Context: an optimization exercise on an open-source flow, tuned for small area, a short achievable clock period and few clock cycles per item. The choices shown serve that exercise and are no tape-out recipe.
At most, simulation tests tie the RTL to the original design; equivalence was not proved.
No functional check of the RTL was part of runs 1 and 4 to 6.

==> design/flow/design.v <==
`timescale 1ns / 1ps
module simon128_256 (
  input  wire          clk       ,
  input  wire          rst       ,
  input  wire          key_valid ,
  output logic         key_ready ,
  input  wire  [255:0] key       ,
  input  wire          in_valid  ,
  output logic         in_ready  ,
  input  wire  [127:0] in_data   ,
  output logic         out_valid ,
  input  wire          out_ready ,
  output logic [127:0] out_data
);
  localparam integer R = 3;            
  localparam integer N = 72 / R;       
  localparam logic [61:0] Z4 = 62'b11010001111001101011011000100000010111000011001010010011101111;
  function automatic logic zbit(input integer i);
    zbit = Z4[61 - (i % 62)];
  endfunction
  function automatic logic [63:0] rol(input logic [63:0] v, input integer n);
    rol = (v << n) | (v >> (64 - n));
  endfunction
  function automatic logic [63:0] ror(input logic [63:0] v, input integer n);
    ror = (v >> n) | (v << (64 - n));
  endfunction
  logic [255:0] kreg;        
  logic [255:0] ks;          
  logic [ 63:0] x, y;        
  logic         idle;        
  logic         busy;        
  logic [  5:0] cnt;
  logic         last;
  assign key_ready = 1'b1;
  assign in_ready  = idle;
  assign out_data  = {x, y};
  function automatic logic [6:0] zinit();
    for (int j = 0; j < 7; j++) zinit[j] = zbit(j);
  endfunction
  function automatic logic [6:0] zadv(input logic [6:0] zs);
    logic [R+6:0] e;
    e[6:0] = zs;
    for (int j = 7; j < R + 7; j++) e[j] = e[j-2] ^ e[j-3] ^ e[j-7];
    zadv = e[R +: 7];
  endfunction
  logic [63:0] w [0:R+3];
  logic [63:0] t [0:R-1];
  always_comb begin
    for (int j = 0; j < 4; j++) w[j] = ks[64*j +: 64];
    for (int j = 0; j < R; j++) begin
      t[j]   = ror(w[j+3], 3) ^ w[j+1];
      w[j+4] = ~w[j] ^ t[j] ^ ror(t[j], 1) ^ {63'd0, zc[j]} ^ 64'd3;
    end
  end
  logic [63:0] xs [0:R];
  logic [63:0] ys [0:R];
  always_comb begin
    xs[0] = x;
    ys[0] = y;
    for (int j = 0; j < R; j++) begin
      xs[j+1] = ys[j] ^ (rol(xs[j], 1) & rol(xs[j], 8)) ^ rol(xs[j], 2) ^ w[j];
      ys[j+1] = xs[j];
    end
  end
  localparam integer NC = 8;
  logic [NC:0] idle_c, busy_c, ov_c;
  assign idle      = idle_c[NC];
  assign busy      = busy_c[NC];
  assign out_valid = ov_c[NC];
  logic [127:0] s_q, s_d;
  assign s_d = {xs[R], ys[R]};
  assign {x, y} = s_q;
  for (genvar c = 0; c <= NC; c++) begin : g_ctl
    always_ff @(posedge clk) begin
      if (rst) begin
        idle_c[c] <= 1'b1;
        busy_c[c] <= 1'b0;
        ov_c[c]   <= 1'b0;
      end else begin
        if (idle_c[c]) begin
          idle_c[c] <= ~in_valid;
          busy_c[c] <= in_valid;
        end else if (busy_c[c]) begin
          if (last) begin
            busy_c[c] <= 1'b0;
            ov_c[c]   <= 1'b1;
          end
        end else if (out_ready) begin
          ov_c[c]   <= 1'b0;
          idle_c[c] <= 1'b1;
        end
      end
    end
  end
  for (genvar c = 0; c < NC; c++) begin : g_slice
    localparam integer SW = 128 / NC;
    localparam integer KW = 256 / NC;
    always_ff @(posedge clk) begin
      if (idle_c[c])      s_q[SW*c +: SW] <= in_data[SW*c +: SW];
      else if (!ov_c[c])  s_q[SW*c +: SW] <= s_d[SW*c +: SW];
    end
    always_ff @(posedge clk) begin
      if (idle_c[c]) ks[KW*c +: KW] <= kreg[KW*c +: KW];
      else           ks[KW*c +: KW] <= {w[R+3], w[R+2], w[R+1], w[R]} >> (KW*c);
    end
  end
  always_ff @(posedge clk) begin
    if (key_valid) kreg <= key;
  end
  always_ff @(posedge clk) begin
    if (!busy) cnt <= '0;
    else       cnt <= cnt + 1'b1;
  end
  logic [6:0]   zs;
  logic [R-1:0] zc;
  assign zc = zs[R-1:0];
  always_ff @(posedge clk) begin
    if (rst)      zs <= zinit();
    else if (busy & ~last) zs <= zadv(zs);
    else          zs <= zinit();
  end
  always_ff @(posedge clk) begin
    if (rst) last <= 1'b0;
    else     last <= busy & (cnt == N - 2);
  end
endmodule
==> design/flow/flow/run.sh <==
#!/bin/bash
set -euo pipefail
export BUFFER_PORTS_ARGS="-buffer_cell sky130_fd_sc_hd__buf_1"
bash standard.sh finish > standard_flow.log 2>&1
==> design/flow/standard.sh <==
#!/bin/bash
# synth_recipe.tcl (not shown) runs the flow's synth.tcl, then flattens the netlist and writes it again
# the make line also repeats each setting of config.mk as NAME=value (left out here)
make -C /OpenROAD-flow-scripts/flow DESIGN_CONFIG=/design/flow/config.mk WORK_HOME=/design/flow/orfs CLKGATE_MAP_FILE= SYNTH_SCRIPT=/design/flow/synth_recipe.tcl "${@:-finish}"
==> design/flow/config.mk <==
export PLATFORM = sky130hd
export DESIGN_NAME = simon128_256
export DESIGN_NICKNAME = simon128_256
export VERILOG_FILES = /design/flow/design.v
export SDC_FILE = /design/flow/constraint.sdc
export NUM_CORES = 4
export LEC_CHECK = 0
export CAP_MARGIN = 20
export CORE_MARGIN = 2
export CORE_UTILIZATION = 40
export SETUP_SLACK_MARGIN = 2.3
export SLEW_MARGIN = 20
==> design/flow/constraint.sdc <==
create_clock -name core_clock -period 5.0 [get_ports {clk}]
set_input_delay 1.0000 -clock core_clock [delete_from_list [all_inputs] [get_ports {clk}]]
set_output_delay 1.0000 -clock core_clock [all_outputs]
set_load 0.01 [all_outputs]
==> summary.md, run 1 <==
| Metric | Value |
|---|---|
| Outcome | `timing/DRC/antenna clean` |
| Setup skew after layout | `25.2 ps` |
| Hold-fix buffers, CTS | `0` |
| Most used DFF post-synth | `sky130_fd_sc_hd__edfxtp_1` |
| Final number of max-transition violations | `0` |
| Vias per Instance | `5.08` |
| DRT antenna net count | `0` |
| Minimum setup slack among reg-to-reg paths | `2280 ps` |
| Total routing usage reported by global routing | `24.5%` |
| Maximum frequency from static timing analysis | `367 MHz` |
| Cells after synthesis | `2789` |
| Core ar. | `92100 µm²` |
| Cell count after placement | `4476` |
| Clock slew at the register clock pins of the worst setup and hold paths | `60 ps` |
| First-pass GRT wire length | `166000 µm` |
| Most used cell, CP | `sky130_fd_sc_hd__nand2_1` |
| Shortest period the worst path allows | `2720 ps` |
| Slew at the pin closest to its max-slew limit | `1130 ps` |
| Total standard cell area after synthesis | `37300 µm²` |
| Share of synthesized registers carrying an async set or reset | `0%` |
| Layout-stage area growth over the synthesis result | `17.6%` |
| Clock network latency to the later pin of the worst-skew pair | `670 ps` |
| Worst path arrival time | `3100 ps` |
| Mapped Nets | `3180` |
| Area fraction of the dominant cell type after synthesis | `30.9%` |
| Number of rows created at floorplan | `111` |
| Number of detailed-route iterations in the first pass | `5` |
| Hold Violations, Final | `0` |
| Number of top-level design ports | `520` |
| Most frequent cells in the layout | `517 x sky130_fd_sc_hd__buf_1, 499 x sky130_fd_sc_hd__xnor2_1, 384 x sky130_fd_sc_hd__edfxtp_1` |
| Largest net degree at the start of global routing | `91` |
| Pre-CTS setup slack | `2140 ps` |
| Ordered cell list for the critical path | `nand2_1, xnor3_1, nand2_1, xnor2_1, and3_1, o31ai_1` |
| Clock tree from TritonCTS | `yes` |
| Via count of the first global-routing pass | `23600` |
| Yosys cell types | `36` |
| Worst-case headroom to the max-slew limit | `24.5%` |
| Clock H-tree levels | `3` |
| Overall die area | `95700 µm²` |
| Post-synth top area cell | `sky130_fd_sc_hd__edfxtp_1` |
| Largest cells by area after synthesis | `sky130_fd_sc_hd__edfxtp_1 31%, sky130_fd_sc_hd__dfxtp_1 16%, sky130_fd_sc_hd__xnor3_1 14%` |
| Synthesized flop and latch total | `681` |
| Clock root buffer master | `sky130_fd_sc_hd__clkbuf_16` |
| Startpoint type of the worst setup path | `flip-flop` |
| Post-detailed-routing wire length | `120000 µm` |
| Count of endpoints failing setup in the final report | `0` |
| Warnings from Yosys | `5` |
| Nature of the critical path endpoint | `flip-flop` |
| Port-buffer cells | `518` |
| Count of flip-flops with a built-in enable after synthesis | `384` |
| Utilization after layout | `47.6%` |
| Layout cell share with drive strength beyond 1 | `13.0%` |
| Floorplan die width | `309 µm` |
| Initial antenna violation count | `4` |
| Total clock buffers created by CTS | `80` |
| Most common cell after layout, fill and taps aside | `sky130_fd_sc_hd__buf_1` |
| Type of the most critical hold path | `flip-flop to flip-flop` |
| Nets@finish | `3724` |
| Highest net fanout along the worst path | `5` |
| Drc violations | `0` |
| Maximum count of clock buffers along a single path | `3` |
| Starting utilization of the core area | `40.5%` |
| Setup repair after global routing missed its margin | `true` |
| Peak per-stage delay on the critical path | `650 ps` |
| Setup tns final | `0 ps` |
| Max-cap violations | `0` |
| DP Wirelength | `92300 µm` |
| Die H | `309 µm` |
| Number of DRC violations after detailed-routing iteration 0 | `2013` |
| Total via count in the routed design | `23600` |
| Critical path required time | `5380 ps` |
| Sequential area share after synthesis | `46.9%` |
| Critical Setup Path Class | `flip-flop to flip-flop` |
| Routability cong. | `0.885` |
| Total congestion overflow | `0` |
| Non-filler instance count after layout | `4645` |
| WL/cell | `25.8 µm` |
| Master of the slowest instance on the critical path | `sky130_fd_sc_hd__xnor2_1` |
| Sink Count | `681` |
| Post-synthesis area per instance | `13.4 µm²` |
| Tcrit/Tclk final | `54.4%` |
| Worst Slack Setup Final | `2280 ps` |
Yosys cell counts (2+ instances only):
library cell               count
sky130_fd_sc_hd__a21oi_1      91
sky130_fd_sc_hd__and2_1        5
sky130_fd_sc_hd__and3_1       64
sky130_fd_sc_hd__buf_1         5
sky130_fd_sc_hd__buf_2         2
sky130_fd_sc_hd__clkbuf_1     81
sky130_fd_sc_hd__clkbuf_2      2
sky130_fd_sc_hd__dfxtp_1     297
sky130_fd_sc_hd__edfxtp_1    384
sky130_fd_sc_hd__ha_1          2
sky130_fd_sc_hd__inv_1        23
sky130_fd_sc_hd__mux2_2      218
sky130_fd_sc_hd__mux2i_1      20
sky130_fd_sc_hd__nand2_1     274
sky130_fd_sc_hd__nand2b_1     12
sky130_fd_sc_hd__nand3_1       2
sky130_fd_sc_hd__nor2_1       14
sky130_fd_sc_hd__nor2b_1      12
sky130_fd_sc_hd__nor3b_1      10
sky130_fd_sc_hd__o21ai_0      99
sky130_fd_sc_hd__o31ai_1      73
sky130_fd_sc_hd__xnor2_1     547
sky130_fd_sc_hd__xnor2_2       2
sky130_fd_sc_hd__xnor3_1     224
sky130_fd_sc_hd__xor2_1      269
sky130_fd_sc_hd__xor2_2        2
sky130_fd_sc_hd__xor3_1       46
cell families (layout without fill, tap and decap cells):
logic type,Yosys count,count (layout),share of synthesized area (%)
adder cells (fa/ha/maj),2,2,0.0671
multiplexers,238,238,7.12
buffers and inverters,115,727,1.18
AND/OR/NAND/NOR,396,396,4.76
other,1,2,0.0101
XOR/XNOR,1092,1092,35.9
AO/OA/AOI/OAI,264,264,4.04
flip-flops,681,681,46.9
registers in the layout (all words and copies together) (netlist names), 6 cells and up:
signal  flops
s_q       128
idle_c      9
ks        256
cnt         6
zs          7
ov_c        9
busy_c      9
kreg      256
final cells by class:
class | instances | area, µm²
fill | 8360 | 48200
multi-input combinational | 1993 | 19800
sequential | 681 | 17500
clock buffer | 109 | 2290
timing repair buffer | 553 | 2260
tap | 1243 | 1560
clock inverter | 41 | 394
inverter | 24 | 90.1
antenna | 1 | 2.50
worst max-delay path, delay by kind of cell, from the launching register on:
family           cells  cell delay [ps]
flip-flops           1              640
AND/OR/NAND/NOR      3              580
AO/OA/AOI/OAI        1               70
XOR/XNOR             2             1150
final timing paths:
| kind | startpoint | end | cells past startpoint |
|---|---|---|---|
| setup / recovery | s_q[69] | s_q[79] | 6 |
| hold / removal | zs[3] | zs[0] | 1 |
| hold reg to reg | zs[3] | zs[0] | 1 |
| setup reg to reg | s_q[69] | s_q[79] | 6 |
through the flow:
step / area (µm²) / hold WS, ps
floorplan: 37300 / 386
global placement: 40600 / 391
detailed placement: 40600 / 396
CTS: 43400 / 409
global route: 43800 / 430
finish: 43900 / 405
per-layer routing:
layer  track usage [%]  vias up  part of all wire [%]  wire length, µm
met5                 0        -                     0                0
met4              8.47        0                   3.5             4180
met3              5.40      191                   8.2             9800
met2              39.6      961                    47            55800
met1              32.5    11600                    42            49800
li1                  -    10800                     -                -
timing repair:
item / 4_1_cts / 5_1_grt
resized for setup: 9 / 41
endpoints found under the setup margin: 14 / 44
setup buffers: 5 / 13
endpoints found under the hold margin: 0 / 0
==> inputs of run 2 (changes only) <==
--- a/design/flow/design.v
+++ b/design/flow/design.v
@@ -16,2 +16,3 @@
   localparam integer N = 72 / R;       
+  localparam integer NC = 8;           
   localparam logic [61:0] Z4 = 62'b11010001111001101011011000100000010111000011001010010011101111;
@@ -34,3 +35,3 @@
   assign key_ready = 1'b1;
-  assign in_ready  = idle;
+  assign in_ready  = idle_c[NC];
   assign out_data  = {x, y};
@@ -64,6 +65,5 @@
   end
-  localparam integer NC = 8;
-  logic [NC:0] idle_c, busy_c, ov_c;
-  assign idle      = idle_c[NC];
-  assign busy      = busy_c[NC];
+  logic [NC+1:0] idle_c, busy_c, ov_c;
+  assign idle      = idle_c[NC+1];
+  assign busy      = busy_c[NC+1];
   assign out_valid = ov_c[NC];
@@ -72,3 +72,3 @@
   assign {x, y} = s_q;
-  for (genvar c = 0; c <= NC; c++) begin : g_ctl
+  for (genvar c = 0; c <= NC + 1; c++) begin : g_ctl
     always_ff @(posedge clk) begin
--- a/design/flow/config.mk
+++ b/design/flow/config.mk
@@ -10,2 +10,3 @@
 export CORE_UTILIZATION = 40
+export CTS_BUF_LIST = sky130_fd_sc_hd__clkbuf_8
 export SETUP_SLACK_MARGIN = 2.3
==> summary.md, run 2 <==
| Metric | Value |
|---|---|
| Total congestion overflow | `0` |
| Drc violations | `0` |
| Core ar. | `93200 µm²` |
| Commonest cells in the netlist | `500 x sky130_fd_sc_hd__xnor2_1, 384 x sky130_fd_sc_hd__edfxtp_1, 299 x sky130_fd_sc_hd__dfxtp_1` |
| Starting utilization of the core area | `40.3%` |
| Setup skew after layout | `46.6 ps` |
| Vias per Instance | `5.01` |
| Count of fill cells added during filler insertion | `8525` |
| Fraction of the mapped netlist area in compound gates | `3.88%` |
| Highest net fanout along the worst path | `5` |
| Worst Slack Setup Final | `2300 ps` |
| Worst-case headroom to the max-slew limit | `25.8%` |
| Critical path required time | `5520 ps` |
| Routability cong. | `0.924` |
| Startpoint type of the worst setup path | `flip-flop` |
| Worst path arrival time | `3230 ps` |
| Overall die area | `96500 µm²` |
| Post-synthesis area per instance | `13.6 µm²` |
| Count of flip-flops with a built-in enable after synthesis | `384` |
| Nature of the critical path endpoint | `flip-flop` |
| Via count of the first global-routing pass | `23700` |
| Clock root buffer master | `sky130_fd_sc_hd__clkbuf_8` |
| Simple logic cell fraction of the synthesized area | `4.63%` |
| Share of synthesized registers carrying an async set or reset | `0%` |
| Synthesized flop and latch total | `683` |
| Number of DRC violations after detailed-routing iteration 0 | `1946` |
| Area fraction of the dominant cell type after synthesis | `30.7%` |
| Top flop regs | `kreg: 256 flops, ks: 256 flops, s_q: 128 flops` |
| Yosys cell types | `42` |
| Cells after synthesis | `2762` |
| Shortest period the worst path allows | `2700 ps` |
| Sink Count | `683` |
| Sequential area share after synthesis | `46.6%` |
| Clock H-tree levels | `3` |
| Critical Setup Path Class | `flip-flop to flip-flop` |
| Largest cells by area after synthesis | `sky130_fd_sc_hd__edfxtp_1 31%, sky130_fd_sc_hd__dfxtp_1 16%, sky130_fd_sc_hd__xnor3_1 14%` |
| Clock network latency to the later pin of the worst-skew pair | `810 ps` |
| Most used DFF post-synth | `sky130_fd_sc_hd__edfxtp_1` |
| Most frequent cells in the layout | `507 x sky130_fd_sc_hd__buf_1, 461 x sky130_fd_sc_hd__xnor2_1, 384 x sky130_fd_sc_hd__edfxtp_1` |
| Mux cell area share after synthesis | `7.58%` |
| Total routing usage reported by global routing | `24.5%` |
| Pre-CTS setup slack | `2240 ps` |
| Number of top-level design ports | `520` |
| Synthesized-area fraction occupied by xor and xnor cells | `35.9%` |
| Post-synth top area cell | `sky130_fd_sc_hd__edfxtp_1` |
| Mapped Nets | `3153` |
| Most common cell after layout, fill and taps aside | `sky130_fd_sc_hd__buf_1` |
| Adder and majority gate portion of the synthesized area | `0.0666%` |
| DRT antenna net count | `0` |
| DP Wirelength | `93200 µm` |
| WL/cell | `25.6 µm` |
| Clock tree from TritonCTS | `yes` |
| Outcome | `timing/DRC/antenna clean` |
| Max-cap violations | `0` |
| Most common cell in the netlist | `sky130_fd_sc_hd__xnor2_1` |
| Layout cell share with drive strength beyond 1 | `15.6%` |
| Total clock buffers created by CTS | `121` |
| Count of endpoints failing setup in the final report | `0` |
| Nets@finish | `3741` |
| Warnings from Yosys | `5` |
| Layout-stage area growth over the synthesis result | `17.2%` |
| Tcrit/Tclk final | `54.1%` |
| Port-buffer cells | `518` |
| First-pass GRT wire length | `169000 µm` |
| Hold-fix buffers, CTS | `0` |
| Post-detailed-routing wire length | `120000 µm` |
| Maximum count of clock buffers along a single path | `3` |
| Total via count in the routed design | `23600` |
| Slew at the pin closest to its max-slew limit | `1110 ps` |
| Number of rows created at floorplan | `112` |
| Total standard cell area after synthesis | `37600 µm²` |
| Largest family of logic cells by synthesized area | `XOR/XNOR gates` |
| Type of the most critical hold path | `input port to flip-flop` |
| Hold Violations, Final | `0` |
| Number of detailed-route iterations in the first pass | `7` |
| Final number of max-transition violations | `0` |
| Maximum frequency from static timing analysis | `370 MHz` |
| Setup repair after global routing missed its margin | `true` |
| Largest net degree at the start of global routing | `90` |
| Setup tns final | `0 ps` |
| Floorplan die width | `311 µm` |
| Clock slew at the register clock pins of the worst setup and hold paths | `70 ps` |
| Die H | `311 µm` |
| Initial antenna violation count | `2` |
==> run 2: changes by cell type after synthesis, sizes merged, moves of 13 or more <==
cell	before	now
buf	8	24
xnor2	549	507
xor2	271	258
o21ai	99	84
clkbuf	83	66
nand2	274	257
==> run 2: final cells by class <==
class / count / area, µm² / area share (%)
well taps: 1254 / 1570 / 3.56
diodes: 3 / 7.51 / 0.0170
clock buffers: 147 / 2020 / 4.59
repair buffers: 556 / 2300 / 5.21
inverters: 33 / 124 / 0.281
multi-input cells: 1955 / 20000 / 45.3
clock inverters: 84 / 519 / 1.18
flip-flops and latches: 683 / 17500 / 39.8
==> run 2: cell families (layout without fill, tap and decap cells) <==
kind of cell | after synthesis | after routing
adders and majority gates | 2 | 2
AOI/OAI and AO/OA | 253 | 253
xor gates and xnor gates | 1059 | 1059
other | 1 | 4
DFF | 683 | 683
muxes | 256 | 256
and+or+nand+nor | 384 | 384
buffers and inverters | 124 | 820
==> run 2: final timing paths <==
kind / from / endpoint / slack (ps) / depth (start not counted)
setup reg to reg: s_q[70] / s_q[81] / 2300 / 6
hold / removal: key[67] / kreg[67] / 370 / 1
hold reg to reg: zs[3] / zs[0] / 410 / 1
setup / recovery: s_q[70] / s_q[81] / 2300 / 6
==> run 2: stage by stage <==
stage / hold slack (ps) / cells / area, µm² / util [%]
2_1_floorplan: 386 / 2762 / 37600 / -
3_3_place_gp: 395 / 4464 / 41000 / 44.0
3_5_place_dp: 405 / 4464 / 41000 / 44.0
4_1_cts: 286 / 4709 / 43700 / 46.9
5_1_grt: 309 / 4713 / 44000 / 47.3
6_report: 365 / 4715 / 44000 / 47.3
==> run 2: what timing repair did <==
item	CTS	global route
setup endpoints to repair	35	58
resized for setup	17	53
buffers inserted	14	3
==> run 2: worst max-delay path: stages, from the launching register on <==
cell                       delay [ps]
sky130_fd_sc_hd__edfxtp_1         550
sky130_fd_sc_hd__nand2_1          120
sky130_fd_sc_hd__xnor3_1          500
sky130_fd_sc_hd__xnor2_1          240
sky130_fd_sc_hd__xnor2_1          680
sky130_fd_sc_hd__and3_1           270
sky130_fd_sc_hd__o31ai_1           60
==> run 2: routing by layer <==
layer	up-vias	part of all wire, %	routed length, µm	track usage (%)
met4	2	2.3	2720	6.31
met1	11600	42	51100	32.4
met5	-	0.011	13	0
met2	918	47	56300	39.4
li1	10900	-	-	-
met3	158	8.5	10300	6.88
Testbench counts of run 2, summed over its fixed seeds: cycles 3,760, items 144.
==> inputs of run 3 (changes only) <==
--- a/design/flow/config.mk
+++ b/design/flow/config.mk
@@ -10,3 +10,2 @@
 export CORE_UTILIZATION = 40
-export CTS_BUF_LIST = sky130_fd_sc_hd__clkbuf_8
 export SETUP_SLACK_MARGIN = 2.3
==> summary.md, run 3 <==
| Metric | Value |
|---|---|
| Core ar. | `93200 µm²` |
| Final standard cell area without fillers | `44200 µm²` |
| Worst-case headroom to the max-slew limit | `26.1%` |
| Total clock buffers created by CTS | `81` |
| Startpoint type of the worst setup path | `flip-flop` |
| Cells after synthesis | `2762` |
| Floorplan die width | `311 µm` |
| Total congestion overflow | `0` |
| Master of the slowest instance on the critical path | `sky130_fd_sc_hd__xnor2_1` |
| Total via count in the routed design | `23500` |
| First-pass GRT wire length | `168000 µm` |
| Number of top-level design ports | `520` |
| Clock root buffer master | `sky130_fd_sc_hd__clkbuf_16` |
| Total standard cell area after synthesis | `37600 µm²` |
| DP Wirelength | `93200 µm` |
| Start point of the worst min-delay path | `zs[3]` |
| Worst path arrival time | `3050 ps` |
| Via count of the first global-routing pass | `23300` |
| Most used cell, CP | `sky130_fd_sc_hd__xnor2_1` |
| Max-cap violations | `0` |
| Synthesized flop and latch total | `683` |
| Top flop regs | `kreg: 256 flops, ks: 256 flops, s_q: 128 flops` |
| Share of synthesized registers carrying an async set or reset | `0%` |
| Most common cell in the netlist | `sky130_fd_sc_hd__xnor2_1` |
| Starting utilization of the core area | `40.3%` |
| Number of rows created at floorplan | `112` |
| Tcrit/Tclk final | `53.6%` |
| Nets@finish | `3689` |
| Overall die area | `96500 µm²` |
| Most used DFF post-synth | `sky130_fd_sc_hd__edfxtp_1` |
| Number of DRC violations after detailed-routing iteration 0 | `2021` |
| Post-synthesis area per instance | `13.6 µm²` |
| Clock H-tree levels | `3` |
| Largest cells by area after synthesis | `sky130_fd_sc_hd__edfxtp_1 31%, sky130_fd_sc_hd__dfxtp_1 16%, sky130_fd_sc_hd__xnor3_1 14%` |
| Layout cell share with drive strength beyond 1 | `14.1%` |
| Most frequent cells in the layout | `517 x sky130_fd_sc_hd__buf_1, 459 x sky130_fd_sc_hd__xnor2_1, 384 x sky130_fd_sc_hd__edfxtp_1` |
| R2r worst-path depth | `6` |
| Setup skew after layout | `21.4 ps` |
| Minimum setup slack among reg-to-reg paths | `2320 ps` |
| Number of detailed-route iterations in the first pass | `5` |
| Critical path required time | `5370 ps` |
| Worst r2r dst | `s_q[80]` |
| Initial antenna violation count | `1` |
| Largest net degree at the start of global routing | `90` |
| Routability cong. | `0.924` |
| Clock network latency to the later pin of the worst-skew pair | `660 ps` |
| DRT antenna net count | `0` |
| Cell count after placement | `4464` |
| Worst reg2reg path startpoint | `s_q[69]` |
| Maximum count of clock buffers along a single path | `3` |
| Hold Path End | `zs[0]` |
| Pre-CTS setup slack | `2240 ps` |
| Post-Route Hold Slack | `416 ps` |
| Count of flip-flops with a built-in enable after synthesis | `384` |
| Yosys cell types | `42` |
| Post-synth top area cell | `sky130_fd_sc_hd__edfxtp_1` |
| Worst Slack Setup Final | `2320 ps` |
| Setup tns final | `0 ps` |
| Sink Count | `683` |
| Clock slew at the register clock pins of the worst setup and hold paths | `60 ps` |
| Layout-stage area growth over the synthesis result | `17.5%` |
| Count of endpoints failing setup in the final report | `0` |
| Area fraction of the dominant cell type after synthesis | `30.7%` |
| Peak per-stage delay on the critical path | `640 ps` |
| Port-buffer cells | `518` |
| Setup repair after global routing missed its margin | `true` |
| Post-detailed-routing wire length | `120000 µm` |
| Type of the most critical hold path | `flip-flop to flip-flop` |
| Clock tree from TritonCTS | `yes` |
| Critical Setup Path Class | `flip-flop to flip-flop` |
| Vias per Instance | `5.08` |
| Drc violations | `0` |
| Slew at the pin closest to its max-slew limit | `1110 ps` |
| Die H | `311 µm` |
| Hold-critical path depth | `1` |
| Dpl cell area | `41000 µm²` |
| Commonest cells in the netlist | `500 x sky130_fd_sc_hd__xnor2_1, 384 x sky130_fd_sc_hd__edfxtp_1, 299 x sky130_fd_sc_hd__dfxtp_1` |
| Hold Violations, Final | `0` |
| Outcome | `timing/DRC/antenna clean` |
| WL/cell | `26.0 µm` |
| Ordered cell list for the critical path | `nand2_1, xnor3_1, xnor2_1, xnor2_1, and3_1, o31ai_1` |
| Sequential area share after synthesis | `46.6%` |
| Mapped Nets | `3153` |
| Nature of the critical path endpoint | `flip-flop` |
| Non-filler instance count after layout | `4622` |
| Maximum frequency from static timing analysis | `373 MHz` |
| Most common cell after layout, fill and taps aside | `sky130_fd_sc_hd__buf_1` |
| Highest net fanout along the worst path | `5` |
| Shortest period the worst path allows | `2680 ps` |
| Final number of max-transition violations | `0` |
| Total routing usage reported by global routing | `24.3%` |
| Warnings from Yosys | `5` |
==> run 3: cell count changes in the layout (fill, tap and decap cells not counted), sizes merged <==
cell	change
clkbuf	-52
inv	-41
buf	-6
bufinv	+4
clkinvlp	+3
diode	-2
clkinv	+1
==> run 3: per-stage QoR <==
stage	util, %
2_1_floorplan	-
3_3_place_gp	44.0
3_5_place_dp	44.0
4_1_cts	47.1
5_1_grt	47.4
6_report	47.4
==> run 3: timing repair <==
| action | 4_1_cts | 5_1_grt |
|---|---|---|
| pin swaps | 0 | 0 |
| setup endpoints to repair | 20 | 43 |
| hold buffers | 0 | 0 |
| hold endpoints to repair | 0 | 0 |
| gates resized for setup | 16 | 43 |
| buffers inserted | 0 | 5 |
==> run 3: logic make-up (layout without fill, tap and decap cells) <==
family | Yosys count | after routing | synth area share, %
XOR/XNOR | 1059 | 1059 | 35.9
flip-flops | 683 | 683 | 46.6
AND/OR/NAND/NOR | 384 | 384 | 4.63
multiplexers | 256 | 256 | 7.58
AO/OA/AOI/OAI | 253 | 253 | 3.88
buffers and inverters | 124 | 729 | 1.31
adder cells (fa/ha/maj) | 2 | 2 | 0.0666
other | 1 | 2 | 0.00998
==> run 3: final cells by class <==
| cell class | instances | area (µm²) |
|---|---|---|
| inverters | 33 | 124 |
| repair buffers | 544 | 2180 |
| well taps | 1254 | 1570 |
| multi-input cells | 1955 | 19900 |
| clock inverters | 51 | 534 |
| fillers | 8426 | 49000 |
| diodes | 1 | 2.50 |
| clock buffers | 101 | 2260 |
| flip-flops and latches | 683 | 17500 |
==> run 3: worst max-delay path: cells and delay by family (launching register included) <==
family           cells  cell delay (ps)
XOR/XNOR             3             1370
flip-flops           1              560
AND/OR/NAND/NOR      2              400
AO/OA/AOI/OAI        1               60
==> run 3: worst max-delay path by stage <==
stage / start / to / cells past startpoint
finish: s_q[69] / s_q[80] / 6
global route: s_q[118] / s_q[64] / 6
CTS: s_q[123] / s_q[127] / 6
detailed placement: ks[212] / ks[202] / 6
global placement: s_q[112] / s_q[66] / 6
floorplan: ks[212] / ks[202] / 6
==> run 3: metal layers <==
metal / track usage [%] / vias to the layer above / part of all wire (%)
li1: - / 10800 / -
met1: 32.5 / 11600 / 42
met2: 39.0 / 943 / 46
met3: 6.51 / 160 / 8.6
met4: 6.58 / 2 / 2.5
met5: 0 / - / 0.011
==> inputs of run 4 (changes only) <==
--- a/design/flow/design.v
+++ b/design/flow/design.v
@@ -14,3 +14,3 @@
 );
-  localparam integer R = 3;            
+  localparam integer R = 2;            
   localparam integer N = 72 / R;       
--- a/design/flow/config.mk
+++ b/design/flow/config.mk
@@ -10,3 +10,3 @@
 export CORE_UTILIZATION = 40
-export SETUP_SLACK_MARGIN = 2.3
+export SETUP_SLACK_MARGIN = 2.6
 export SLEW_MARGIN = 20
==> summary.md, run 4 <==
| Metric | Value |
|---|---|
| Hold-critical path depth | `1` |
| WL/cell | `23.7 µm` |
| Critical Path Stages | `1` |
| Commonest cells in the netlist | `414 x sky130_fd_sc_hd__xnor2_1, 384 x sky130_fd_sc_hd__edfxtp_1, 299 x sky130_fd_sc_hd__dfxtp_1` |
| Routability cong. | `0.894` |
| Sink Count | `683` |
| Shortest period the worst path allows | `2380 ps` |
| Layout-stage area growth over the synthesis result | `20.2%` |
| Number of detailed-route iterations in the first pass | `5` |
| Type of the most critical hold path | `flip-flop to flip-flop` |
| Most frequent cells in the layout | `516 x sky130_fd_sc_hd__buf_1, 414 x sky130_fd_sc_hd__xnor2_1, 384 x sky130_fd_sc_hd__edfxtp_1` |
| Minimum setup slack among reg-to-reg paths | `2770 ps` |
| Total routing usage reported by global routing | `23.0%` |
| Hold Path End | `zs[1]` |
| Setup skew after layout | `21.9 ps` |
| Slew at the pin closest to its max-slew limit | `1040 ps` |
| Startpoint type of the worst setup path | `flip-flop` |
| Nature of the critical path endpoint | `output pin` |
| Start point of the worst min-delay path | `zs[3]` |
| Drc violations | `0` |
| Cell class contributing the biggest share of worst-path delay | `flip-flops` |
| Mapped Nets | `2664` |
| Total congestion overflow | `0` |
| Layout cell share with drive strength beyond 1 | `16.5%` |
| Most used DFF post-synth | `sky130_fd_sc_hd__edfxtp_1` |
| Post-Route Hold Slack | `428 ps` |
| Hold Violations, Final | `0` |
| Largest cells by area after synthesis | `sky130_fd_sc_hd__edfxtp_1 37%, sky130_fd_sc_hd__dfxtp_1 19%, sky130_fd_sc_hd__xnor2_1 12%` |
| Port-buffer cells | `518` |
| Sum of met3 wire segment lengths after detailed routing | `6650 µm` |
| Worst path arrival time | `1380 ps` |
| Setup tns final | `0 ps` |
| Setup repair after global routing missed its margin | `false` |
| Top flop regs | `kreg: 256 flops, ks: 256 flops, s_q: 128 flops` |
| First-pass GRT wire length | `136000 µm` |
| Utilization after layout | `48.7%` |
| Clock network latency to the later pin of the worst-skew pair | `610 ps` |
| Share of synthesized registers carrying an async set or reset | `0%` |
| Core ar. | `77600 µm²` |
| Highest signal layer in the routed design | `met5` |
| Most common cell after layout, fill and taps aside | `sky130_fd_sc_hd__buf_1` |
| Clock slew at the register clock pins of the worst setup and hold paths | `60 ps` |
| Clock tree from TritonCTS | `yes` |
| Total clock buffers created by CTS | `79` |
| Number of rows created at floorplan | `102` |
| Outcome | `timing/DRC/antenna clean` |
| Count of flip-flops with a built-in enable after synthesis | `384` |
| Length of routed met2 wiring | `45400 µm` |
| Largest net degree at the start of global routing | `96` |
| Highest net fanout along the worst path | `5` |
| Die H | `284 µm` |
| Cells after synthesis | `2273` |
| Warnings from Yosys | `5` |
| Dpl cell area | `34500 µm²` |
| Overall die area | `80800 µm²` |
| Initial antenna violation count | `2` |
| DP Wirelength | `68800 µm` |
| Final standard cell area without fillers | `37800 µm²` |
| Critical path required time | `4000 ps` |
| R2r worst-path depth | `1` |
| Tcrit/Tclk final | `47.5%` |
| Total standard cell area after synthesis | `31400 µm²` |
| Worst Slack Setup Final | `2620 ps` |
| Via count of the first global-routing pass | `20600` |
| Master of the slowest instance on the critical path | `sky130_fd_sc_hd__edfxtp_1` |
| Yosys cell types | `34` |
| Max-cap violations | `0` |
| Count of endpoints failing setup in the final report | `0` |
| Maximum frequency from static timing analysis | `421 MHz` |
| Worst reg2reg path startpoint | `idle_c[1]` |
| Clock H-tree levels | `3` |
| Most common cell in the netlist | `sky130_fd_sc_hd__xnor2_1` |
| Cell count after placement | `3768` |
| Count of fill cells added during filler insertion | `7015` |
| Post-synth top area cell | `sky130_fd_sc_hd__edfxtp_1` |
| Synthesized flop and latch total | `683` |
| Post-detailed-routing wire length | `94300 µm` |
| Pre-CTS setup slack | `2440 ps` |
| Vias per Instance | `4.89` |
| Area fraction of the dominant cell type after synthesis | `36.7%` |
| Starting utilization of the core area | `40.5%` |
| Floorplan die width | `284 µm` |
| Post-synthesis area per instance | `13.8 µm²` |
| Number of DRC violations after detailed-routing iteration 0 | `1385` |
| Total via count in the routed design | `19500` |
| Worst r2r dst | `s_q[18]` |
| Final number of max-transition violations | `0` |
| Ordered cell list for the critical path | `buf_1` |
| DRT antenna net count | `0` |
| Worst-case headroom to the max-slew limit | `30.4%` |
| Critical Setup Path Class | `flip-flop to output pin` |
| Non-filler instance count after layout | `3978` |
| Count of buffering cells on the critical path with inverters included | `1` |
| Sequential area share after synthesis | `55.8%` |
| Peak per-stage delay on the critical path | `550 ps` |
| Nets@finish | `3261` |
| Maximum count of clock buffers along a single path | `3` |
| Number of top-level design ports | `520` |
| Met1 routed wirelength after detailed routing | `40200 µm` |
| Clock root buffer master | `sky130_fd_sc_hd__clkbuf_16` |
==> run 4: cell count changes after synthesis, moves of 23 or more <==
cell                      delta
sky130_fd_sc_hd__mux2_2     +23
sky130_fd_sc_hd__a21oi_1    -64
sky130_fd_sc_hd__xnor3_1   -131
sky130_fd_sc_hd__xnor2_1    -86
sky130_fd_sc_hd__xor2_1     -51
sky130_fd_sc_hd__and3_1     -64
sky130_fd_sc_hd__xor3_1     -36
sky130_fd_sc_hd__o31ai_1    -64
sky130_fd_sc_hd__o21ai_0    +52
==> run 4: area by class of cell <==
cell class	count	area (µm²)	area share (%)
tap	1040	1300	3.45
multi-input combinational	1505	13600	36.0
clock inverter	50	552	1.46
antenna	1	2.50	0.00663
inverter	11	41.3	0.109
timing repair buffer	590	2510	6.66
clock buffer	98	2220	5.89
sequential	683	17500	46.5
==> run 4: metal layers <==
| layer | up-vias | global-route usage [%] |
|---|---|---|
| li1 | 9063 | - |
| met1 | 9608 | 30.3 |
| met2 | 687 | 38.6 |
| met3 | 112 | 4.68 |
| met4 | 2 | 5.76 |
| met5 | - | 0 |
==> run 4: worst max path at each step <==
stage	to	slack [ps]	from
3_5_place_dp	kreg[19]	2440	key_valid
2_1_floorplan	s_q[64]	3160	idle_c[4]
3_3_place_gp	kreg[22]	2500	key_valid
6_report	out_data[88]	2620	s_q[88]
4_1_cts	out_data[64]	2600	s_q[64]
5_1_grt	out_data[64]	2600	s_q[64]
==> run 4: cell families (layout without fill, tap and decap cells) <==
family	after synthesis	in the layout	share of synthesized area, %
multiplexers	261	261	9.32
other	1	2	0.0119
buffers and inverters	85	749	1.05
adder cells (fa/ha/maj)	2	2	0.0796
flip-flops	683	683	55.8
AO/OA/AOI/OAI	180	180	2.95
XOR/XNOR	753	753	26.8
AND/OR/NAND/NOR	308	308	4.08
==> run 4: repair_timing <==
item | in CTS | in global routing
setup buffers | 54 | 7
resized for setup | 1 | 1
hold buffers | 0 | 0
endpoints found under the setup margin | 55 | 5
==> inputs of run 5 (changes only) <==
--- a/design/flow/design.v
+++ b/design/flow/design.v
@@ -14,3 +14,3 @@
 );
-  localparam integer R = 2;            
+  localparam integer R = 3;            
   localparam integer N = 72 / R;       
@@ -35,3 +35,2 @@
   assign key_ready = 1'b1;
-  assign in_ready  = idle_c[NC];
   assign out_data  = {x, y};
@@ -72,3 +71,5 @@
   assign {x, y} = s_q;
+  logic [NC+1:0] take_c;
   for (genvar c = 0; c <= NC + 1; c++) begin : g_ctl
+    assign take_c[c] = idle_c[c] | (ov_c[c] & out_ready);
     always_ff @(posedge clk) begin
@@ -79,5 +80,6 @@
       end else begin
-        if (idle_c[c]) begin
+        if (take_c[c]) begin
           idle_c[c] <= ~in_valid;
           busy_c[c] <= in_valid;
+          ov_c[c]   <= 1'b0;
         end else if (busy_c[c]) begin
@@ -87,5 +89,2 @@
           end
-        end else if (out_ready) begin
-          ov_c[c]   <= 1'b0;
-          idle_c[c] <= 1'b1;
         end
@@ -94,2 +93,3 @@
   end
+  assign in_ready = take_c[NC];
   for (genvar c = 0; c < NC; c++) begin : g_slice
@@ -98,7 +98,7 @@
     always_ff @(posedge clk) begin
-      if (idle_c[c])      s_q[SW*c +: SW] <= in_data[SW*c +: SW];
-      else if (!ov_c[c])  s_q[SW*c +: SW] <= s_d[SW*c +: SW];
+      if (take_c[c])      s_q[SW*c +: SW] <= in_data[SW*c +: SW];
+      else if (busy_c[c]) s_q[SW*c +: SW] <= s_d[SW*c +: SW];
     end
     always_ff @(posedge clk) begin
-      if (idle_c[c]) ks[KW*c +: KW] <= kreg[KW*c +: KW];
+      if (take_c[c]) ks[KW*c +: KW] <= kreg[KW*c +: KW];
       else           ks[KW*c +: KW] <= {w[R+3], w[R+2], w[R+1], w[R]} >> (KW*c);
--- a/design/flow/config.mk
+++ b/design/flow/config.mk
@@ -10,3 +10,3 @@
 export CORE_UTILIZATION = 40
-export SETUP_SLACK_MARGIN = 2.6
+export SETUP_SLACK_MARGIN = 2.3
 export SLEW_MARGIN = 20
==> summary.md, run 5 <==
| Metric | Value |
|---|---|
| Total inserted antenna cells | `0` |
| Routability cong. | `0.919` |
| Hold-fix buffers, CTS | `0` |
| Largest cells by area after synthesis | `sky130_fd_sc_hd__edfxtp_1 31%, sky130_fd_sc_hd__dfxtp_1 16%, sky130_fd_sc_hd__xnor3_1 13%` |
| Starting utilization of the core area | `40.4%` |
| Total standard cell area after synthesis | `37000 µm²` |
| Most common cell in the netlist | `sky130_fd_sc_hd__nand2_1` |
| Utilization after layout | `47.5%` |
| Layout-stage area growth over the synthesis result | `17.7%` |
| Worst reg2reg path startpoint | `s_q[94]` |
| Nature of the critical path endpoint | `flip-flop` |
| Dpl cell area | `40300 µm²` |
| Critical path origin | `s_q[94]` |
| Commonest cells in the netlist | `682 x sky130_fd_sc_hd__nand2_1, 535 x sky130_fd_sc_hd__xnor2_1, 384 x sky130_fd_sc_hd__edfxtp_1` |
| Total routing usage reported by global routing | `25.1%` |
| Top flop regs | `kreg: 256 flops, ks: 256 flops, s_q: 128 flops` |
| Setup skew after layout | `18.7 ps` |
| Most frequent cells in the layout | `682 x sky130_fd_sc_hd__nand2_1, 517 x sky130_fd_sc_hd__buf_1, 496 x sky130_fd_sc_hd__xnor2_1` |
| Maximum count of clock buffers along a single path | `3` |
| Max-cap violations | `0` |
| Number of detailed-route iterations in the first pass | `7` |
| Die H | `308 µm` |
| Highest signal layer in the routed design | `met5` |
| Overall die area | `95000 µm²` |
| Sink Count | `684` |
| Post-detailed-routing wire length | `121000 µm` |
| First-pass GRT wire length | `169000 µm` |
| Slew at the pin closest to its max-slew limit | `1030 ps` |
| Clock tree from TritonCTS | `yes` |
| Total clock buffers created by CTS | `80` |
| Layout cell share with drive strength beyond 1 | `7.52%` |
| Floorplan die width | `308 µm` |
| Core ar. | `91700 µm²` |
| Worst path arrival time | `3050 ps` |
| Warnings from Yosys | `5` |
| Highest net fanout along the worst path | `5` |
| Length of routed met2 wiring | `59200 µm` |
| Total congestion overflow | `0` |
| Clock slew at the register clock pins of the worst setup and hold paths | `70 ps` |
| Cells after synthesis | `3049` |
| Clock network latency to the later pin of the worst-skew pair | `660 ps` |
| Sum of met3 wire segment lengths after detailed routing | `8410 µm` |
| Critical path required time | `5360 ps` |
| DRT antenna net count | `0` |
| Clock root buffer master | `sky130_fd_sc_hd__clkbuf_16` |
| Nets@finish | `3981` |
| Shortest period the worst path allows | `2690 ps` |
| Yosys cell types | `36` |
| Tcrit/Tclk final | `53.8%` |
| Largest net degree at the start of global routing | `98` |
| Start point of the worst min-delay path | `zs[3]` |
| Met1 routed wirelength after detailed routing | `47800 µm` |
| Count of fill cells added during filler insertion | `8483` |
| Non-filler instance count after layout | `4841` |
| Post-Route Hold Slack | `407 ps` |
| Clock H-tree levels | `3` |
| Initial antenna violation count | `1` |
| Most used DFF post-synth | `sky130_fd_sc_hd__edfxtp_1` |
| Cell count after placement | `4674` |
| Total via count in the routed design | `24900` |
| Setup tns final | `0 ps` |
| Count of flip-flops with a built-in enable after synthesis | `384` |
| Number of top-level design ports | `520` |
| Setup repair after global routing missed its margin | `true` |
| Number of rows created at floorplan | `111` |
| Most common cell after layout, fill and taps aside | `sky130_fd_sc_hd__nand2_1` |
| Type of the most critical hold path | `flip-flop to flip-flop` |
| Final standard cell area without fillers | `43600 µm²` |
| DP Wirelength | `94400 µm` |
| Outcome | `timing/DRC/antenna clean` |
| Sequential area share after synthesis | `47.4%` |
| Hold Violations, Final | `0` |
| Via count of the first global-routing pass | `24800` |
| Worst-case headroom to the max-slew limit | `31.1%` |
| Post-synth top area cell | `sky130_fd_sc_hd__edfxtp_1` |
| Critical Setup Path Class | `flip-flop to flip-flop` |
| Startpoint type of the worst setup path | `flip-flop` |
| Vias per Instance | `5.14` |
| Area fraction of the dominant cell type after synthesis | `31.1%` |
| Number of DRC violations after detailed-routing iteration 0 | `2292` |
| Synthesized flop and latch total | `684` |
| Count of endpoints failing setup in the final report | `0` |
| WL/cell | `25.0 µm` |
| Drc violations | `0` |
| Final number of max-transition violations | `0` |
| Mapped Nets | `3440` |
| Maximum frequency from static timing analysis | `372 MHz` |
| Post-synthesis area per instance | `12.1 µm²` |
| Share of synthesized registers carrying an async set or reset | `0%` |
| Port-buffer cells | `518` |
[run 5: cell count changes after synthesis, moves of 41 or more]
cell / before / now
sky130_fd_sc_hd__and3_1: 0 / 64
sky130_fd_sc_hd__a21oi_1: 29 / 94
sky130_fd_sc_hd__nand2_1: 252 / 682
sky130_fd_sc_hd__xnor3_1: 104 / 216
sky130_fd_sc_hd__mux2_2: 253 / 39
sky130_fd_sc_hd__xor2_1: 203 / 244
sky130_fd_sc_hd__xnor2_1: 414 / 535
sky130_fd_sc_hd__xor3_1: 15 / 61
sky130_fd_sc_hd__o31ai_1: 10 / 65
[run 5: layer usage]
layer,up-vias,global-route usage (%)
met3,237,4.42
met4,2,11.3
met5,-,0
met1,12200,31.2
met2,964,42.7
li1,11500,-
[run 5: worst max-delay path, stage by stage, from the launching register on]
cell                       delay [ps]
sky130_fd_sc_hd__edfxtp_1         570
sky130_fd_sc_hd__xor2_1           230
sky130_fd_sc_hd__xnor3_1          470
sky130_fd_sc_hd__xnor2_1          190
sky130_fd_sc_hd__xnor2_1          600
sky130_fd_sc_hd__and3_1           270
sky130_fd_sc_hd__o31ai_1           60
[run 5: cell type report]
| type | instances | area (µm²) | share of cell area (%) |
|---|---|---|---|
| clock inverter | 39 | 517 | 1.19 |
| timing repair buffer | 560 | 2330 | 5.34 |
| sequential | 684 | 17500 | 40.3 |
| tap | 1186 | 1480 | 3.41 |
| clock buffer | 108 | 2220 | 5.10 |
| inverter | 3 | 11.3 | 0.0258 |
| multi-input combinational | 2261 | 19500 | 44.7 |
[run 5: timing repair]
item | CTS | global route
pin swaps | 0 | 0
setup endpoints to repair | 13 | 52
endpoints found under the hold margin | 0 | 0
setup buffers | 1 | 19
cloned | 0 | 0
gates resized for setup | 10 | 37
[run 5: kinds of logic after synthesis]
logic type               count (synthesis)  share of synthesized area, %
AO/OA/AOI/OAI                          353                          5.33
XOR/XNOR                              1070                          36.2
adder cells (fa/ha/maj)                  2                        0.0676
buffers and inverters                  104                          1.08
flip-flops                             684                          47.4
multiplexers                            39                          1.19
other                                    1                        0.0101
AND/OR/NAND/NOR                        796                          8.80
[run 5: per-stage QoR]
| stage | setup WS, ps |
|---|---|
| floorplan | 2320 |
| global placement | 2040 |
| detailed placement | 2000 |
| CTS | 2300 |
| global route | 2190 |
| finish | 2310 |
[run 5: path summary, 6_finish.rpt]
check,cells after the start,slack (ps),to
setup / recovery,6,2310,s_q[106]
hold / removal,1,410,zs[0]
setup reg to reg,6,2310,s_q[106]
hold reg to reg,1,410,zs[0]
==> inputs of run 6 (changes only) <==
--- a/design/flow/design.v
+++ b/design/flow/design.v
@@ -14,4 +14,4 @@
 );
-  localparam integer R = 3;            
-  localparam integer N = 72 / R;       
+  localparam integer R  = 3;           
+  localparam integer N  = 72 / R;      
   localparam integer NC = 8;           
@@ -27,11 +27,2 @@
   endfunction
-  logic [255:0] kreg;        
-  logic [255:0] ks;          
-  logic [ 63:0] x, y;        
-  logic         idle;        
-  logic         busy;        
-  logic [  5:0] cnt;
-  logic         last;
-  assign key_ready = 1'b1;
-  assign out_data  = {x, y};
   function automatic logic [6:0] zinit();
@@ -45,2 +36,18 @@
   endfunction
+  logic [255:0] kreg;        
+  logic [255:0] ks;          
+  logic [127:0] s_q;         
+  logic [127:0] s_d;
+  logic [255:0] ks_d;
+  logic [  5:0] cnt;         
+  logic         last;
+  logic [NC+1:0] idle_c, busy_c, ov_c;
+  logic          idle, busy;
+  assign idle      = idle_c[NC+1];
+  assign busy      = busy_c[NC+1];
+  assign key_ready = 1'b1;
+  assign in_ready  = idle_c[NC];
+  assign out_valid = ov_c[NC];
+  assign out_data  = s_q;
+  logic [255:0] ksi;
   logic [63:0] w [0:R+3];
@@ -48,3 +55,3 @@
   always_comb begin
-    for (int j = 0; j < 4; j++) w[j] = ks[64*j +: 64];
+    for (int j = 0; j < 4; j++) w[j] = ksi[64*j +: 64];
     for (int j = 0; j < R; j++) begin
@@ -53,3 +60,5 @@
     end
+    ks_d = {w[R+3], w[R+2], w[R+1], w[R]};
   end
+  logic [127:0] si;
   logic [63:0] xs [0:R];
@@ -57,4 +66,4 @@
   always_comb begin
-    xs[0] = x;
-    ys[0] = y;
+    xs[0] = si[127:64];
+    ys[0] = si[ 63: 0];
     for (int j = 0; j < R; j++) begin
@@ -63,13 +72,5 @@
     end
+    s_d = {xs[R], ys[R]};
   end
-  logic [NC+1:0] idle_c, busy_c, ov_c;
-  assign idle      = idle_c[NC+1];
-  assign busy      = busy_c[NC+1];
-  assign out_valid = ov_c[NC];
-  logic [127:0] s_q, s_d;
-  assign s_d = {xs[R], ys[R]};
-  assign {x, y} = s_q;
-  logic [NC+1:0] take_c;
   for (genvar c = 0; c <= NC + 1; c++) begin : g_ctl
-    assign take_c[c] = idle_c[c] | (ov_c[c] & out_ready);
     always_ff @(posedge clk) begin
@@ -80,6 +81,5 @@
       end else begin
-        if (take_c[c]) begin
+        if (idle_c[c]) begin
           idle_c[c] <= ~in_valid;
           busy_c[c] <= in_valid;
-          ov_c[c]   <= 1'b0;
         end else if (busy_c[c]) begin
@@ -89,2 +89,5 @@
           end
+        end else if (out_ready) begin
+          ov_c[c]   <= 1'b0;
+          idle_c[c] <= 1'b1;
         end
@@ -93,3 +96,2 @@
   end
-  assign in_ready = take_c[NC];
   for (genvar c = 0; c < NC; c++) begin : g_slice
@@ -97,10 +99,10 @@
     localparam integer KW = 256 / NC;
+    assign si [SW*c +: SW] = idle_c[c] ? in_data[SW*c +: SW] : s_q[SW*c +: SW];
+    assign ksi[KW*c +: KW] = idle_c[c] ? kreg[KW*c +: KW] : ks[KW*c +: KW];
     always_ff @(posedge clk) begin
-      if (take_c[c])      s_q[SW*c +: SW] <= in_data[SW*c +: SW];
-      else if (busy_c[c]) s_q[SW*c +: SW] <= s_d[SW*c +: SW];
+      if (!ov_c[c]) s_q[SW*c +: SW] <= s_d[SW*c +: SW];
     end
-    always_ff @(posedge clk) begin
-      if (take_c[c]) ks[KW*c +: KW] <= kreg[KW*c +: KW];
-      else           ks[KW*c +: KW] <= {w[R+3], w[R+2], w[R+1], w[R]} >> (KW*c);
-    end
+  end
+  always_ff @(posedge clk) begin
+    ks <= ks_d;
   end
@@ -110,4 +112,4 @@
   always_ff @(posedge clk) begin
-    if (!busy) cnt <= '0;
-    else       cnt <= cnt + 1'b1;
+    if (idle) cnt <= 6'd1;
+    else      cnt <= cnt + 1'b1;
   end
@@ -118,3 +120,3 @@
     if (rst)      zs <= zinit();
-    else if (busy & ~last) zs <= zadv(zs);
+    else if ((busy & ~last) | (idle & in_valid)) zs <= zadv(zs);
     else          zs <= zinit();
==> summary.md, run 6 <==
| Metric | Value |
|---|---|
| Outcome | `timing/DRC/antenna clean` |
| Worst-case headroom to the max-slew limit | `38.5%` |
| Most used cell, CP | `sky130_fd_sc_hd__xnor2_2` |
| Post-synth top area cell | `sky130_fd_sc_hd__edfxtp_1` |
| Post-Route Hold Slack | `407 ps` |
| Number of detailed-route iterations in the first pass | `5` |
| Drc violations | `0` |
| Most common cell after layout, fill and taps aside | `sky130_fd_sc_hd__xnor2_1` |
| Yosys cell types | `38` |
| Worst path arrival time | `3210 ps` |
| Largest cells by area after synthesis | `sky130_fd_sc_hd__edfxtp_1 31%, sky130_fd_sc_hd__xnor2_1 19%, sky130_fd_sc_hd__dfxtp_1 16%` |
| Post-synthesis area per instance | `13.3 µm²` |
| Nature of the critical path endpoint | `flip-flop` |
| Port-buffer cells | `518` |
| Commonest cells in the netlist | `789 x sky130_fd_sc_hd__xnor2_1, 384 x sky130_fd_sc_hd__edfxtp_1, 352 x sky130_fd_sc_hd__mux2i_1` |
| Overall die area | `95000 µm²` |
| Count of fill cells added during filler insertion | `7243` |
| Clock H-tree levels | `3` |
| Critical Setup Path Class | `flip-flop to flip-flop` |
| Floorplan die width | `308 µm` |
| Total via count in the routed design | `25400` |
| Highest net fanout along the worst path | `7` |
| Nets@finish | `4235` |
| Ordered cell list for the critical path | `buf_6, buf_16, mux2i_2, xnor3_2, xnor2_2, xnor2_2, buf_4, nand2_1, xnor2_1` |
| Worst r2r dst | `s_q[98]` |
| Slew at the pin closest to its max-slew limit | `897 ps` |
| Setup repair after global routing missed its margin | `true` |
| Peak per-stage delay on the critical path | `600 ps` |
| Combined flip-flop and latch cell area | `17500 µm²` |
| DP Wirelength | `92400 µm` |
| Total inserted antenna cells | `0` |
| Core ar. | `91700 µm²` |
| First-pass GRT wire length | `176000 µm` |
| Multi-input logic area | `24500 µm²` |
| Type of the most critical hold path | `flip-flop to flip-flop` |
| Count of buffering cells on the critical path with inverters included | `3` |
| Master of the slowest instance on the critical path | `sky130_fd_sc_hd__xnor3_2` |
| Top flop regs | `kreg: 256 flops, ks: 256 flops, s_q: 128 flops` |
| Total routing usage reported by global routing | `26.3%` |
| Most frequent cells in the layout | `530 x sky130_fd_sc_hd__xnor2_1, 517 x sky130_fd_sc_hd__buf_1, 384 x sky130_fd_sc_hd__edfxtp_1` |
| Count of flip-flops with a built-in enable after synthesis | `384` |
| Minimum setup slack among reg-to-reg paths | `2190 ps` |
| Number of top-level design ports | `520` |
| Shortest period the worst path allows | `2810 ps` |
| Sink Count | `683` |
| Maximum count of clock buffers along a single path | `3` |
| Layout-stage area growth over the synthesis result | `45.8%` |
| Critical Path Stages | `9` |
| Critical path required time | `5400 ps` |
| Total congestion overflow | `0` |
| Most common cell in the netlist | `sky130_fd_sc_hd__xnor2_1` |
| Number of rows created at floorplan | `111` |
| Synthesized flop and latch total | `683` |
| Largest net degree at the start of global routing | `100` |
| Number of DRC violations after detailed-routing iteration 0 | `2088` |
| Startpoint type of the worst setup path | `flip-flop` |
| Clock slew at the register clock pins of the worst setup and hold paths | `60 ps` |
| Cells after synthesis | `2775` |
| Share of synthesized registers carrying an async set or reset | `0%` |
| Total clock buffers created by CTS | `80` |
| Initial antenna violation count | `0` |
| DRT antenna net count | `0` |
| Cell class contributing the biggest share of worst-path delay | `XOR/XNOR gates` |
| Dpl cell area | `40700 µm²` |
| Starting utilization of the core area | `40.4%` |
| Max-cap violations | `0` |
| Most used DFF post-synth | `sky130_fd_sc_hd__edfxtp_1` |
| Die H | `308 µm` |
| Via count of the first global-routing pass | `24900` |
| Hold Violations, Final | `0` |
| Area fraction of the dominant cell type after synthesis | `31.1%` |
| Setup skew after layout | `23.4 ps` |
| Total standard cell area after synthesis | `37000 µm²` |
| Clock network latency to the later pin of the worst-skew pair | `660 ps` |
| Vias per Instance | `4.98` |
| Layout cell share with drive strength beyond 1 | `38.3%` |
| Mapped Nets | `3166` |
| Post-detailed-routing wire length | `130000 µm` |
| Clock tree from TritonCTS | `yes` |
| Final number of max-transition violations | `0` |
| R2r worst-path depth | `9` |
| Final standard cell area without fillers | `54000 µm²` |
| Maximum frequency from static timing analysis | `356 MHz` |
| Tcrit/Tclk final | `56.2%` |
| Critical path origin | `idle_c[1]` |
| Capture point of the worst path | `s_q[98]` |
| Count of endpoints failing setup in the final report | `0` |
| WL/cell | `25.6 µm` |
| Clock root buffer master | `sky130_fd_sc_hd__clkbuf_16` |
| Sequential area share after synthesis | `47.3%` |
| Setup tns final | `0 ps` |
| Routability cong. | `0.920` |
| Worst reg2reg path startpoint | `idle_c[1]` |
| Warnings from Yosys | `5` |
## run 6: cell types whose count changed in the layout (fill, tap and decap cells not counted), moves of 76 or more
| cell | delta |
|---|---|
| sky130_fd_sc_hd__xnor3_1 | -173 |
| sky130_fd_sc_hd__nand2_1 | -625 |
| sky130_fd_sc_hd__mux2i_1 | +109 |
| sky130_fd_sc_hd__o21ai_0 | -154 |
| sky130_fd_sc_hd__mux2i_4 | +198 |
| sky130_fd_sc_hd__buf_4 | +318 |
| sky130_fd_sc_hd__mux2i_2 | +76 |
| sky130_fd_sc_hd__nor2_1 | +92 |
| sky130_fd_sc_hd__xnor2_2 | +211 |
| sky130_fd_sc_hd__xnor3_2 | +76 |
## run 6: worst register-to-register path, cell delays in order (launching register included)
cell and delay (ps):
sky130_fd_sc_hd__dfxtp_4 420, sky130_fd_sc_hd__buf_6 130, sky130_fd_sc_hd__buf_16 170, sky130_fd_sc_hd__mux2i_2 360, sky130_fd_sc_hd__xnor3_2 600, sky130_fd_sc_hd__xnor2_2 200, sky130_fd_sc_hd__xnor2_2 290, sky130_fd_sc_hd__buf_4 200
sky130_fd_sc_hd__nand2_1 70, sky130_fd_sc_hd__xnor2_1 140
## run 6: metal layers
metal | vias to the layer above | global-route usage, % | wire length (µm)
li1 | 11500 | - | -
met1 | 12600 | 35.6 | 54700
met2 | 1045 | 42.9 | 62600
met3 | 193 | 4.62 | 9080
met4 | 0 | 8.66 | 3970
met5 | - | 0 | 0
## run 6: cells by family (layout without fill, tap and decap cells)
kind of cell | after synthesis | after routing | synth area share [%]
compound gates | 61 | 61 | 0.946
xor+xnor | 1214 | 1214 | 34.7
fa+ha+maj | 2 | 2 | 0.0676
buf+inv | 137 | 1273 | 1.97
flops | 683 | 683 | 47.3
mux | 428 | 428 | 12.2
other cells | 1 | 1 | 0.0101
simple gates | 249 | 249 | 2.75
## run 6: worst min path at each step
stage | cells after the start | startpoint | endpoint
floorplan | 1 | zs[3] | zs[0]
global placement | 1 | zs[3] | zs[0]
detailed placement | 1 | zs[3] | zs[0]
CTS | 1 | zs[3] | zs[0]
global route | 1 | zs[3] | zs[0]
finish | 1 | zs[3] | zs[0]
## run 6: repair_timing
item,CTS,global route
pin swaps,127,203
buffers inserted,261,222
gates cloned,11,3
hold endpoints to repair,0,0
hold buffers,0,0
resized for setup,667,376
endpoints found under the setup margin,263,131
## run 6: final cells by class
| cell class | count | share of cell area [%] |
|---|---|---|
| sequential | 683 | 32.5 |
| timing repair buffer | 1049 | 14.1 |
| inverter | 75 | 0.521 |
| clock buffer | 117 | 4.38 |
| multi-input combinational | 1955 | 45.3 |
| tap | 1186 | 2.75 |
| clock inverter | 32 | 0.440 |
## run 6: stage by stage
step	setup WS, ps	utilization [%]	std cells
2_1_floorplan	2230	-	2775
3_3_place_gp	1040	44.4	4451
3_5_place_dp	1110	44.4	4451
4_1_cts	2190	54.5	4872
5_1_grt	2160	58.9	5097
6_report	2190	58.9	5097

[static timing again, ports no longer ideal]
The results above use ideal ports. As a check the final layouts listed here were re-extracted and re-timed, cells and wires unchanged.
Step 1, drivers: a clkbuf_16 drives clk and a buf_2 each remaining input, both assumed.
Step 2 moves the port delays by t, midway between the first and last clock arrival at a register: inputs arrive t later, outputs are due t later. That takes back most of the time a late clock gives input paths.
a / b / c = ideal ports / drivers / drivers and shift; a / b = the first two.
run	shift t [ns]	setup slack, ns	worst setup path after step 2
run 1	0.724	2.279 / 2.279 / 2.279	register to register
run 2	0.848	2.297 / 2.295 / 2.297	register to register
run 3	0.713	2.320 / 2.320 / 2.320	register to register
run 4	0.669	2.625 / 2.559 / 2.411	input to register
run 5	0.718	2.310 / 2.310 / 1.859	input to register
run 6	0.710	2.192 / 2.192 / 1.738	input to register
After both steps every run listed still meets setup and hold. For run 6, which loses most, drivers alone change the setup slack by 0.000 ns; drivers and shift together by -0.454 ns.
